This is an optimization exercise on Yosys and OpenROAD, whose aim is small area, a short achievable clock period and few clock cycles, not a production implementation.
In this exercise RTL edits were held to simulation tests only and were not proved equivalent to the original.
Power and IR drop assume default switching activity.

## run.sh

```bash
#!/bin/bash
# synth_recipe.tcl (not shown) runs the flow's synth.tcl, then flattens the netlist and writes it again
# the make line also repeats each setting of config.mk as NAME=value (left out here)
make -C /OpenROAD-flow-scripts/flow DESIGN_CONFIG=/design/flow/config.mk WORK_HOME=/design/flow/orfs CLKGATE_MAP_FILE= SYNTH_SCRIPT=/design/flow/synth_recipe.tcl finish
```

## config.mk

```make
export PLATFORM = sky130hd
export DESIGN_NAME = ffCalc
export DESIGN_NICKNAME = ffCalc
export VERILOG_FILES = /design/flow/design.v
export SDC_FILE = /design/flow/constraint.sdc
export NUM_CORES = 4
export LEC_CHECK = 0
export CAP_MARGIN = 20
export CORE_MARGIN = 2
export CORE_UTILIZATION = 40
export SLEW_MARGIN = 20
```

## constraint.sdc

```tcl
create_clock -name core_clock -period 6.0 [get_ports {clk}]
set_input_delay 1.2000 -clock core_clock [delete_from_list [all_inputs] [get_ports {clk}]]
set_output_delay 1.2000 -clock core_clock [all_outputs]
set_load 0.01 [all_outputs]
```

## design.v

```verilog
module ffCalc (
	input clk,					 
	input strobe,				 
	input [3:0] token,			 
	output ready,				 
	output [3:0] answer			 
);
	parameter token_ADD	= 4'hA;
	parameter token_SUB	= 4'hB;
	parameter token_MUL	= 4'hC;
	parameter token_DIV	= 4'hD;
	parameter token_EQU	= 4'hE;
	parameter token_CLR	= 4'hF;
	parameter pend_ADD = 2'd0;  
	parameter pend_SUB = 2'd1;  
	parameter pend_MUL = 2'd2;  
	parameter pend_DIV = 2'd3;  
	reg [3:0] sum;
	reg [3:0] term;
	reg neg;
	reg [3:0] digit;
	reg [1:0] pend;
	reg has_op;
	wire clear = strobe & (token_CLR==token);
	wire is_number = ~token[3] | (token[2:1]==2'b00);
	wire is_op = token[3] & (token[2:1]!=2'b00);  
	wire is_func = is_op & ~(token[2] & token[1]);  
	wire [3:0] total = neg ? (sum - term) : (sum + term);
	reg [3:0] folded;
	always @* begin
		case (pend)
			pend_MUL : folded = term * digit;
			pend_DIV : folded = (digit == 4'd0) ? 4'hF : term / digit;
			default  : folded = digit;
		endcase
	end
	always @(posedge clk) begin
		if (strobe) digit <= token;
	end
	always @(posedge clk) begin
		if (clear) begin
			sum <= 4'd0;
			term <= 4'd0;
			neg <= 1'b0;
			pend <= pend_ADD;
			has_op <= 1'b0;
		end else if (strobe) begin
			if (is_number) begin
				if (~pend[1]) begin
					sum <= total;
					neg <= pend[0];
				end
			end else if (is_op) begin
				term <= folded;
				pend <= token[1:0] + 2'd2;  
				if (is_func) has_op <= 1'b1;
			end
		end
	end
	assign ready = 1'b1;
	assign answer = has_op ? total : 4'd0;
endmodule
```

==> metrics.csv, run 1 <==
stage;metric;value;unit
run_status;run status;no timing/DRC/antenna violations;
sta;Final setup viols;0;
final_layout;FILL cells;329;
floorplan;Core Rows;21;
yosys;cells after synthesis;155;
global_route;Remaining Overflow, GRT;0;
critical_path;worst r2r src;digit[0];
critical_path;Crit path buffers/inverters;1;
final_layout;share of cells above drive strength 1;6.06;%
floorplan;Die H;63.1;um
drt;DR iter-0 viols;21;
critical_path;WP depth;16;
drt;detail-routed via count per cell;5.44;
worst_hold_path;hold depth;2;
global_route;vias in the first global route;1094;
critical_path;crit end category;flip-flop;
critical_path;Worst Path Arrival;4.64;ns
yosys;Synth async-reset ratio;0;%
sta;Tcrit/Tclk final;74.4;%
global_route;initial antenna violation count;0;
critical_path;Required @ worst endpoint;6.18;ns
critical_path;critical path startpoint;digit[0];
final_layout;post-route insts no fill;211;
power_and_ir_drop;P per Cell Area;434;nW/um2
power_and_ir_drop;Leakage Power;0.000699;uW
cts;CTS sink count;16;
yosys;FF+latch count, synth;16;
cts;Clock Tree Buf Depth;2;
floorplan;core region area;3340;um2
global_route;largest net degree at the start of global routing;11;
drt;DRC Markers;0;
final_layout;Nets;197;
final_layout;commonest non-fill, non-tap cell in the layout;ha_1;
final_layout;commonest cells after routing, fill and taps aside;ha_1, inv_1, nor2_1;
placement;Inst Count DP;207;
cts;setup bufs post-CTS;0;
sta;Final Hold Viols;0;
critical_path;crit path max fanout;10;
drt;post-detailed-route count of antenna-violating nets;0;
sta;setup tns final;0;ns
yosys;main flop type after synthesis;dfxtp_1;
critical_path;critical path launch point type;flip-flop;
sta;Rel. slew slack;60.8;%
global_route;first-pass GRT wire length;5.04;mm
cts;# resized after CTS;0;
global_route;GR Util All Layers;16.0;%
yosys;post-synth cell types;39;
cts;Root Driver;clkbuf_4;
critical_path;slowest CP cell;edfxtp_1;
floorplan;Die W;63.1;um
yosys;register area share after synthesis;25.8;%
sta;Final Slew Violations;0;
worst_hold_path;startpoint of the worst hold path;sum[0];
sta;max frequency;224;MHz
critical_path;R2R cell count;16;
final_layout;Layout area overhead;12.0;%
final_layout;final instance area;1560;um2
flow_run;max-cap violations;0;
power_and_ir_drop;peak supply drop;0.000351;V
cts;htree depth;1;
placement;PortBufs;9;
critical_path;critical path type;flip-flop to flip-flop;
placement;placed cell area;1530;um2
placement;Placer Congestion;0.871;
yosys;syn avg cell area;9.00;um2
worst_hold_path;min-delay worst type;flip-flop to flip-flop;
yosys;EDFF count, synth;4;
cts;Worst-Skew Late Latency;0.29;ns
critical_path;cell family with most CP delay;compound AO/OA/AOI/OAI gates;
sta;Worst Tran Pin Value;0.586;ns
sta;WHS;0.531;ns
floorplan;die area;3980;um2
final_layout;n_diodes;0;
placement;hpwl dp;2.33;mm
yosys;Syn Nets;186;
final_layout;Final Core Density;46.8;%
sta;post-route minimum period;4.46;ns
drt;via count;1148;
drt;first drt pass iteration count;4;
sta;Worst Skew;0.00176;ns
cts;clock-pin slew on the worst setup and hold paths;0.10;ns
critical_path;Worst path most repeated cell;ha_1;
cts;TritonCTS clock tree;done;
yosys;Ys Warns;1;
sta;unrepaired setup endpoints after global routing;false;
cts;CTS buffer count;3;
floorplan;Initial Util;41.8;%
floorplan;io pins;11;
critical_path;max incr delay on CP;0.60;ns
yosys;synthesized area;1400;um2
drt;Routed WL;2.91;mm
cts;cts hold-fix bufs;0;
critical_path;worst-path cell chain;inv_1 > ha_1 > a21oi_1 > ha_1 > o21a_1 > o211ai_1 > o21ai_0 > ha_1 > o21a_1 > o21ai_0 > a21oi_1 > mux2_2 > ha_1 > a2111oi_0 > or3_1 > a21oi_1;
drt;wire per inst;13.8;um
==> metal layers <==
| layer | GRT usage, % | vias up | routed length (um) |
|---|---|---|---|
| met1 | 21.3 | 539 | 1370 |
| met5 | 0 | - | 0 |
| met2 | 27.0 | 34 | 1360 |
| met4 | 4.44 | 0 | 33 |
| li1 | - | 569 | - |
| met3 | 2.32 | 6 | 151 |
==> Yosys cell counts, types with 3 or more instances <==
cell | n | area (um2)
edfxtp_1 | 4 | 120
xnor2_1 | 11 | 96.3
a221oi_1 | 3 | 26.3
mux2_2 | 3 | 33.8
ha_1 | 24 | 300
nor2b_1 | 4 | 25.0
inv_1 | 14 | 52.6
a31oi_1 | 3 | 18.8
nand2_1 | 11 | 41.3
o21a_1 | 3 | 22.5
dfxtp_1 | 12 | 240
and2_1 | 3 | 18.8
a21oi_1 | 9 | 45.0
o21ai_0 | 8 | 40.0
nor2_1 | 14 | 52.6
==> tightest hold or removal path: cells and delay by family (launching register included) <==
kind            cells  cell delay, ns
simple gates        1            0.11
compound gates      1            0.06
flops               1            0.32
==> sequential cells by signal, summed over array words and instances (netlist names) <==
register,flops
neg,1
has_op,1
pend,2
digit,4
sum,4
term,4
==> area by class of cell <==
cell class	count	area, um2	area share, %
clock buffer	4	36.3	2.32
timing repair buffer	9	90.1	5.76
multi-input combinational	122	966	61.8
tap	46	57.6	3.68
inverter	14	52.6	3.36
sequential	16	360	23.1
==> report_power, final <==
part	internal (uW)	total [uW]	switching (uW)
Sequential	140	176	35.5
Combinational	235	431	195
Clock	37.0	72.1	35.1
Total	413	679	266
==> cells by family (layout without fill, tap and decap cells) <==
family / Yosys count / count (layout) / synth area share (%)
other: 1 / 1 / 0.269
buffers and inverters: 17 / 27 / 4.93
DFF: 16 / 16 / 25.8
xor gates and xnor gates: 13 / 13 / 9.15
AOI/OAI and AO/OA: 37 / 37 / 17.3
and+or+nand+nor: 40 / 40 / 14.6
muxes: 6 / 6 / 4.93
adders and majority gates: 25 / 25 / 23.0
==> through the flow <==
stage | setup slack, ns | total power, uW
finish | 1.54 | 679
global route | 1.10 | 747
CTS | 1.55 | 686
detailed placement | 1.59 | 611
global placement | 1.79 | 596
floorplan | 2.00 | 468
==> path summary, 6_finish.rpt <==
path,end,slack [ns]
worst max-delay path,term[0],1.54
worst min register to register,sum[0],0.53
worst max register to register,term[0],1.54
worst min-delay path,sum[0],0.53
Testbench counts, summed over its fixed seeds: cycles 35,318.
==> run 2, diff against run 1 <==
--- a/design.v
+++ b/design.v
@@ -20,3 +20,2 @@
 	reg neg;
-	reg [3:0] digit;
 	reg [1:0] pend;
@@ -25,4 +24,3 @@
 	wire is_number = ~token[3] | (token[2:1]==2'b00);
-	wire is_op = token[3] & (token[2:1]!=2'b00);  
-	wire is_func = is_op & ~(token[2] & token[1]);  
+	wire is_func = token[3] & (token[2:1]!=2'b00) & ~(token[2] & token[1]);  
 	wire [3:0] total = neg ? (sum - term) : (sum + term);
@@ -31,9 +29,6 @@
 		case (pend)
-			pend_MUL : folded = term * digit;
-			pend_DIV : folded = (digit == 4'd0) ? 4'hF : term / digit;
-			default  : folded = digit;
+			pend_MUL : folded = term * token;
+			pend_DIV : folded = (token == 4'd0) ? 4'hF : term / token;
+			default  : folded = token;
 		endcase
-	end
-	always @(posedge clk) begin
-		if (strobe) digit <= token;
 	end
@@ -48,2 +43,3 @@
 			if (is_number) begin
+				term <= folded;
 				if (~pend[1]) begin
@@ -52,6 +48,5 @@
 				end
-			end else if (is_op) begin
-				term <= folded;
+			end else if (is_func) begin
 				pend <= token[1:0] + 2'd2;  
-				if (is_func) has_op <= 1'b1;
+				has_op <= 1'b1;
 			end
==> run 2 against run 1 <==
Compared with the run above: still clean; global-route usage up 2.3 points; die area down 5.4%; setup slack worse by 0.68 ns; critical path type is now input pin to flip-flop; largest power group unchanged.
==> metrics.csv, run 2 <==
stage;metric;value;unit;change
flow_run;max-cap violations;0;;unchanged
drt;first drt pass iteration count;4;;unchanged
cts;clock-pin slew on the worst setup and hold paths;0.09;ns;about the same
cts;Clock Tree Buf Depth;2;;unchanged
final_layout;final instance area;1470;um2;-5.7%
cts;CTS buffer count;3;;unchanged
power_and_ir_drop;clock share of power;10.6;%;about the same
yosys;main flop type after synthesis;dfxtp_1;;
yosys;complex-gate fraction of the synthesized area;19.0;%;+1.7 points
sta;setup tns final;0;ns;unchanged
drt;Top Metal Used;met4;;
global_route;initial antenna violation count;0;;unchanged
placement;PortBufs;9;;unchanged
final_layout;post-route insts no fill;211;;unchanged
power_and_ir_drop;sequential group share of total power;21.9;%;-4.0 points
sta;post-route minimum period;5.14;ns;+0.676 ns
critical_path;slowest CP cell;clkdlybuf4s50_1;;
run_status;run status;no timing/DRC/antenna violations;;
floorplan;die area;3760;um2;-5.4%
cts;TritonCTS clock tree;done;;
power_and_ir_drop;Leakage Power;0.000643;uW;-8.1%
global_route;Remaining Overflow, GRT;0;;unchanged
yosys;Synth area leaders;ha_1, dfxtp_1, xnor2_1, a21oi_1, nor2_1;;
placement;hpwl dp;2.32;mm;-0.52%
yosys;largest family of logic cells by synthesized area;adder cells;;
floorplan;Die W;61.3;um;-2.7%
drt;wire length on met1;1.41;mm;+2.6%
floorplan;io pins;11;;unchanged
yosys;cell with the most instances after synthesis;ha_1;;
cts;setup bufs post-CTS;0;;unchanged
yosys;simple-gate share of the synthesized area;17.6;%;+3.0 points
floorplan;Core Rows;20;;-4.8%
critical_path;crit path max fanout;10;;unchanged
worst_hold_path;min-delay worst type;flip-flop to flip-flop;;
final_layout;FILL cells;313;;-4.9%
power_and_ir_drop;Switch Pwr;278;uW;+4.6%
final_layout;Final Core Density;47.9;%;+1.1 points
drt;WL met3;106;um;-30%
critical_path;Required @ worst endpoint;6.17;ns;about the same
critical_path;max incr delay on CP;0.79;ns;+0.19 ns
cts;# resized after CTS;0;;unchanged
critical_path;critical path startpoint;token[2];;
yosys;adder-cell share of the synthesized area;23.4;%;+0.45 points
power_and_ir_drop;internal power;384;uW;-6.9%
drt;post-detailed-route count of antenna-violating nets;0;;unchanged
power_and_ir_drop;P per Cell Area;449;nW/um2;+3.5%
sta;max frequency;195;MHz;-13%
final_layout;commonest non-fill, non-tap cell in the layout;ha_1;;
cts;Root Driver;clkbuf_4;;
critical_path;worst r2r src;term[3];;
critical_path;Worst Path Arrival;5.31;ns;+0.67 ns
final_layout;Largest regs;sum x4, term x4, pend x2;;
final_layout;Layout area overhead;12.1;%;about the same
sta;Rel. slew slack;65.5;%;+4.7 points
global_route;largest net degree at the start of global routing;12;;+1
power_and_ir_drop;peak supply drop;0.000264;V;-25%
cts;Worst-Skew Late Latency;0.29;ns;about the same
final_layout;n_diodes;0;;unchanged
final_layout;share of cells above drive strength 1;9.58;%;+3.5 points
drt;Routed WL;2.90;mm;-0.21%
critical_path;cell family with most CP delay;compound AO/OA/AOI/OAI gates;;
yosys;syn avg cell area;8.43;um2;-6.3%
yosys;Ys Warns;1;;unchanged
drt;DR iter-0 viols;26;;+24%
sta;Worst Tran Pin Value;0.516;ns;-0.0706 ns
cts;htree depth;1;;unchanged
yosys;synthesized area;1320;um2;-5.7%
sta;Final Slew Violations;0;;unchanged
yosys;cells after synthesis;156;;+0.65%
yosys;EDFF count, synth;0;;-4
power_and_ir_drop;Gate power share;67.5;%;+4.0 points
power_and_ir_drop;switching share of total power;42.0;%;+2.8 points
critical_path;Crit path buffers/inverters;1;;unchanged
drt;detail-routed via count per cell;5.34;;-1.9%
sta;Final Hold Viols;0;;unchanged
yosys;post-synth cell types;41;;+5.1%
sta;Final setup viols;0;;unchanged
cts;CTS sink count;12;;-4
final_layout;commonest cells after routing, fill and taps aside;ha_1, nor2_1, inv_1;;
cts;cts hold-fix bufs;0;;unchanged
sta;Tcrit/Tclk final;85.6;%;+11 points
sta;Worst Skew;0.00417;ns;+0.00241 ns
floorplan;core region area;3080;um2;-7.8%
worst_hold_path;startpoint of the worst hold path;sum[2];;
yosys;Synth async-reset ratio;0;%;unchanged
global_route;first-pass GRT wire length;5.06;mm;+0.54%
drt;via count;1126;;-1.9%
drt;DRC Markers;0;;unchanged
yosys;area share of the largest cell type after synthesis;21.9;%;+0.36 points
placement;placed cell area;1440;um2;-5.8%
global_route;GR Util All Layers;18.3;%;+2.3 points
drt;met2 wire len;1.35;mm;-0.37%
yosys;FF+latch count, synth;12;;-4
critical_path;crit end category;flip-flop;;
critical_path;worst-path cell chain;clkdlybuf4s50_1 > nor3_4 > a21oi_1 > a21oi_1 > ha_1 > o21ai_0 > a211oi_2 > mux2_2 > ha_1 > o21ai_0 > a21oi_2 > mux2_2 > ha_1 > o311ai_0 > a21oi_1;;
yosys;register area share after synthesis;18.3;%;-7.6 points
drt;wire per inst;13.8;um;-0.21%
yosys;post-synthesis mux area share;4.19;%;-0.75 points
global_route;vias in the first global route;1081;;-1.2%
yosys;Post-Synth XOR/XNOR Area;10.4;%;+1.2 points
final_layout;Nets;198;;+0.51%
critical_path;critical path launch point type;input pin;;
floorplan;Initial Util;42.7;%;+0.92 points
sta;unrepaired setup endpoints after global routing;false;;
placement;Placer Congestion;0.772;;-11%
placement;Inst Count DP;207;;unchanged
yosys;Post-synth top cells;ha_1, nor2_1, inv_1;;
yosys;Syn Nets;186;;unchanged
critical_path;critical path type;input pin to flip-flop;;
floorplan;Die H;61.3;um;-2.7%
yosys;Synth area leader;ha_1;;
[run 2: power groups by stage]
stage	registers [uW]	logic, uW	clock network, uW
6_report	145	447	70.0
5_1_grt	151	508	73.3
4_1_cts	145	451	69.7
3_5_place_dp	147	448	0
3_3_place_gp	148	435	0
2_1_floorplan	136	328	0
[run 2: stage by stage]
stage / setup slack, ns / hold slack, ns / total power [uW]
2_1_floorplan: 1.56 / 0.458 / 464
3_3_place_gp: 0.819 / 0.480 / 583
6_report: 0.861 / 0.496 / 662
3_5_place_dp: 0.594 / 0.484 / 596
5_1_grt: 0.518 / 0.522 / 732
4_1_cts: 0.890 / 0.498 / 666
[run 2: area by class of cell]
class | count | area (um2) | share of cell area [%]
multi-input combinational | 126 | 985 | 66.8
sequential | 12 | 240 | 16.3
timing repair buffer | 11 | 105 | 7.13
tap | 44 | 55.1 | 3.74
inverter | 14 | 52.6 | 3.57
clock buffer | 4 | 36.3 | 2.46
[run 2: worst register-to-register path: stages (launching register included)]
cell      delay [ns]
dfxtp_1         0.38
ha_1            0.21
a21oi_1         0.12
a21oi_1         0.07
ha_1            0.32
o21ai_0         0.12
a211oi_2        0.36
mux2_2          0.39
ha_1            0.31
o21ai_0         0.12
a21oi_2         0.26
mux2_2          0.37
ha_1            0.26
o311ai_0        0.37
a21oi_1         0.11
[run 2: kinds of logic after synthesis]
family,Yosys count
mux,5
compound gates,39
simple gates,43
fa+ha+maj,24
other cells,1
buf+inv,18
flops,12
xor+xnor,14
[run 2: final timing paths]
kind                                end  slack [ns]  cells after the start
worst max-delay path            term[0]        0.86                     15
worst min-delay path             sum[2]        0.50                      2
worst min register to register   sum[2]        0.50                      2
worst max register to register  term[0]        2.11                     14
[run 2: layer usage]
metal	up-vias	global-route usage, %
li1	568	-
met5	-	0
met3	5	1.89
met1	527	25.3
met4	0	7.29
met2	26	29.3
Testbench counts of run 2, summed over its fixed seeds: cycles 35,318.

==> separate check: timing with driven ports <==
In the flow no input, the clock included, has a driving cell. The finished layouts below were timed again as built, in two steps. Step 1 (the two cells are an assumption about what drives the block):
set clk [get_ports {clk}]
set_driving_cell -lib_cell sky130_fd_sc_hd__clkbuf_16 $clk
set_driving_cell -lib_cell sky130_fd_sc_hd__buf_2 [delete_from_list [all_inputs] $clk]
Step 2 adds t to the input delays and takes it off the output delays; t is the mean of the earliest and latest rising clock arrival at the registers after step 1. Input paths then give back, and output paths get back, about the clock's delay inside the block. a / b / c = ideal ports / drivers / drivers and shift; a / b = the first two.
run	t (ns)	setup WS [ns]	hold slack, ns	slew at the worst register clock pin (ns)	cell pins on the clock port's net
run 1	0.307	1.537 / 1.537 / 1.537	0.531 / 0.531 / 0.531	0.10 / 0.10	1
run 2	0.307	0.861 / 0.859 / 0.552	0.496 / 0.496 / 0.496	0.09 / 0.09	1
After both steps every run listed still meets setup and hold. The setup slack of run 2, which loses most, moves by -0.002 ns with the drivers and by -0.309 ns with both steps.
